From an optimization exercise on the open Yosys and OpenROAD flow, aimed at small area; shortcuts taken in it are not production practice.
The RTL was checked by simulation tests, not by an equivalence proof against the original design.

==> flow/design.v (excerpt) <==
module audio_mixer(
	clk,
	nRst,
	ad_ws,
	ad_bck,
	ad_di,
	ad_do,
	ad_l3md,
	ad_l3clk,
	ad_l3data,
	mcu_data,
	mcu_wr,
	mcu_cmd_data_sw,
	mcu_l3md,
	mcu_l3clk,
	mcu_l3data,
	mcu_cs1,
	mcu_cs0,
	led
);
input		clk;
input		nRst;
output	[3:0]	ad_ws;
output	[3:0]	ad_bck;
input	[3:0]	ad_di;
output	[3:0]	ad_do;
output	[3:0]	ad_l3md;
output	[3:0]	ad_l3clk;
output	[3:0]	ad_l3data;
input	[7:0]	mcu_data;
input		mcu_wr;
input		mcu_cmd_data_sw;
input		mcu_l3md;
input		mcu_l3clk;
input		mcu_l3data;
input		mcu_cs1;
input		mcu_cs0;
output	[2:0]	led;
reg	[8:0]	cnt;
reg		boot;		 
always @(posedge clk or negedge nRst)
	if (!nRst) begin
		cnt <= 9'd0;
		boot <= 1'b1;
	end else begin
		cnt <= cnt ^ {&cnt[7:0], &cnt[6:0], &cnt[5:0], &cnt[4:0], &cnt[3:0], &cnt[2:0], &cnt[1:0], cnt[0], 1'b1};
		boot <= 1'b0;
	end
wire	ws_edge  = (cnt[7:0] == 8'd0);		 
wire	ws_rise  = ws_edge & ~cnt[8];
wire	ws_fall  = ws_edge &  cnt[8];
wire	bck_rise = (cnt[3:0] == 4'd8);		 
wire	tx_zero  = boot | (cnt[7:2] == 6'd0 && cnt[1:0] != 2'd0);
wire	par = cnt[8] ^ ws_edge;
assign ad_ws  = {4{~cnt[8]}};
assign ad_bck = {4{cnt[3]}};
wire [1:0] cs = {mcu_cs1, mcu_cs0};
genvar gk;
generate for (gk = 0; gk < 4; gk = gk + 1) begin : l3
	assign ad_l3md[gk]   = (cs == gk) ? mcu_l3md   : 1'b1;
	assign ad_l3clk[gk]  = (cs == gk) ? mcu_l3clk  : 1'b1;
	assign ad_l3data[gk] = (cs == gk) ? mcu_l3data : 1'b1;
  ...
export LEC_CHECK = 0
export CAP_MARGIN = 5
export CORE_MARGIN = 2
export CORE_UTILIZATION = 65
export CTS_BUF_LIST = sky130_fd_sc_hd__clkbuf_8 sky130_fd_sc_hd__clkbuf_16
export CTS_CLUSTER_DIAMETER = 70
export CTS_CLUSTER_SIZE = 28
export PLACE_DENSITY = 0.75
export SLEW_MARGIN = 5
export SYNTH_HIERARCHICAL = 1
create_clock -name core_clock -period 20.0 [get_ports {clk}]
standard.sh (not shown) runs the stock make flow with config.mk's settings and CLKGATE_MAP_FILE= SYNTH_SCRIPT=/design/flow/synth_recipe.tcl, a recipe that flattens the netlist after the stock synthesis.
==> flow/flow/run.sh <==
#!/bin/bash
# The standard layout (the standard.sh, standard synthesis), with three
# changes to how it is built: the buffers that synthesis inserted are removed
# at floorplan (the resizer re-buffers where slew or load needs it), the
# port buffers are the smallest buffer cell, and clock tree synthesis inserts
# no dummy loads.  standard.sh's output goes to standard.log; ORFS writes each
# step's log under orfs/logs.
export REMOVE_ABC_BUFFERS=1
export BUFFER_PORTS_ARGS="-buffer_cell sky130_fd_sc_hd__buf_1"
export CTS_ARGS="-sink_clustering_enable -repair_clock_nets -sink_clustering_size 28 -sink_clustering_max_diameter 70 -buf_list {sky130_fd_sc_hd__clkbuf_8 sky130_fd_sc_hd__clkbuf_16} -dont_use_dummy_load"
bash standard.sh > standard.log 2>&1
The starting point went through all stages and came out clean.
==> next run, changes <==
==> flow/run.sh (new file) <==
#!/bin/bash
# synth_recipe.tcl (not shown) runs the flow's synth.tcl, then flattens the netlist and writes it again
# the make line also repeats each setting of config.mk as NAME=value (left out here)
make -C /OpenROAD-flow-scripts/flow DESIGN_CONFIG=/design/flow/config.mk WORK_HOME=/design/flow/orfs CLKGATE_MAP_FILE= SYNTH_SCRIPT=/design/flow/synth_recipe.tcl finish
CAP_MARGIN = 20   (was 5)
SLEW_MARGIN = 20   (was 5)
removed: flow/flow/run.sh
removed: flow/standard.sh
After rerunning:
- The new run finished clean
- die area does not change
- clock-buffer cell count grows by 3
- sequential share of layout area decreases by 1.2 points
- maximum frequency stays flat
- sequential cell count does not change
- synthesized area stays the same
- worst setup slack got worse by 8.6 ps
- final cell count came out higher by 1.3%
- non-clock buffer count rises by 5
==> next run, changes <==
CTS_CLUSTER_SIZE = 32   (was 28)
Effect:
- synthesized area is unchanged
- count of clock-buffer cells in the layout shrinks by 2
- clock skew increases by 8.9 ps
- final area rose by 0.30%
- flip-flop and latch count is unchanged
- via count goes down by 0.35%
==> next run, changes <==
==> flow/flow/run.sh (new file) <==
#!/bin/bash
# The standard layout (the standard.sh, standard synthesis), with three
# changes to how it is built: the buffers that synthesis inserted are removed
# at floorplan (the resizer re-buffers where slew or load needs it), the
# port buffers are the smallest buffer cell, and clock tree synthesis inserts
# no dummy loads.  standard.sh's output goes to standard.log; ORFS writes each
# step's log under orfs/logs.
export REMOVE_ABC_BUFFERS=1
export BUFFER_PORTS_ARGS="-buffer_cell sky130_fd_sc_hd__buf_1"
export CTS_ARGS="-sink_clustering_enable -repair_clock_nets -sink_clustering_size 28 -sink_clustering_max_diameter 70 -buf_list {sky130_fd_sc_hd__clkbuf_8 sky130_fd_sc_hd__clkbuf_16} -dont_use_dummy_load"
bash standard.sh > standard.log 2>&1
==> flow/standard.sh (new file) <==
#!/bin/bash
# synth_recipe.tcl (not shown) runs the flow's synth.tcl, then flattens the netlist and writes it again
# the make line also repeats each setting of config.mk as NAME=value (left out here)
make -C /OpenROAD-flow-scripts/flow DESIGN_CONFIG=/design/flow/config.mk WORK_HOME=/design/flow/orfs CLKGATE_MAP_FILE= SYNTH_SCRIPT=/design/flow/synth_recipe.tcl "${@:-finish}"
CTS_CLUSTER_SIZE = 28   (was 32)
removed: flow/run.sh
Result: Final area is lower by 1.9%. Critical path depth is unchanged. Count of clock-buffer cells in the layout does not change. Worst setup slack gets better by 160 ps.

## what the ideal ports hide
No port has a modelled driver above. Below, the same layouts with a new extraction and two added sets of constraints.
Step 1 assumes that a clkbuf_16 drives the clock port and a buf_2 every other input.
Step 2 adds t to the input delays and takes it off the output delays; t is the mean of the earliest and latest rising clock arrival at the registers after step 1. Input paths then give back, and output paths get back, about the clock's delay inside the block.
Slacks: ideal ports / drivers / drivers and shift; pairs: ideal ports / drivers.
run | t (ns) | setup slack, ns | worst slew at a driven data input, ns
the first run | 0.642 | 3.288 / 3.326 / 2.684 | 0.06
the second run | 0.679 | 3.279 / 3.316 / 2.637 | 0.04
the third run | 0.672 | 3.180 / 3.220 / 2.547 | 0.04
the fourth run | 0.649 | 3.345 / 3.381 / 2.732 | 0.06
After both steps setup and hold are still met in every run listed. The setup slack of the second run, which loses most, moves by +0.037 ns with the drivers and by -0.642 ns with both steps.
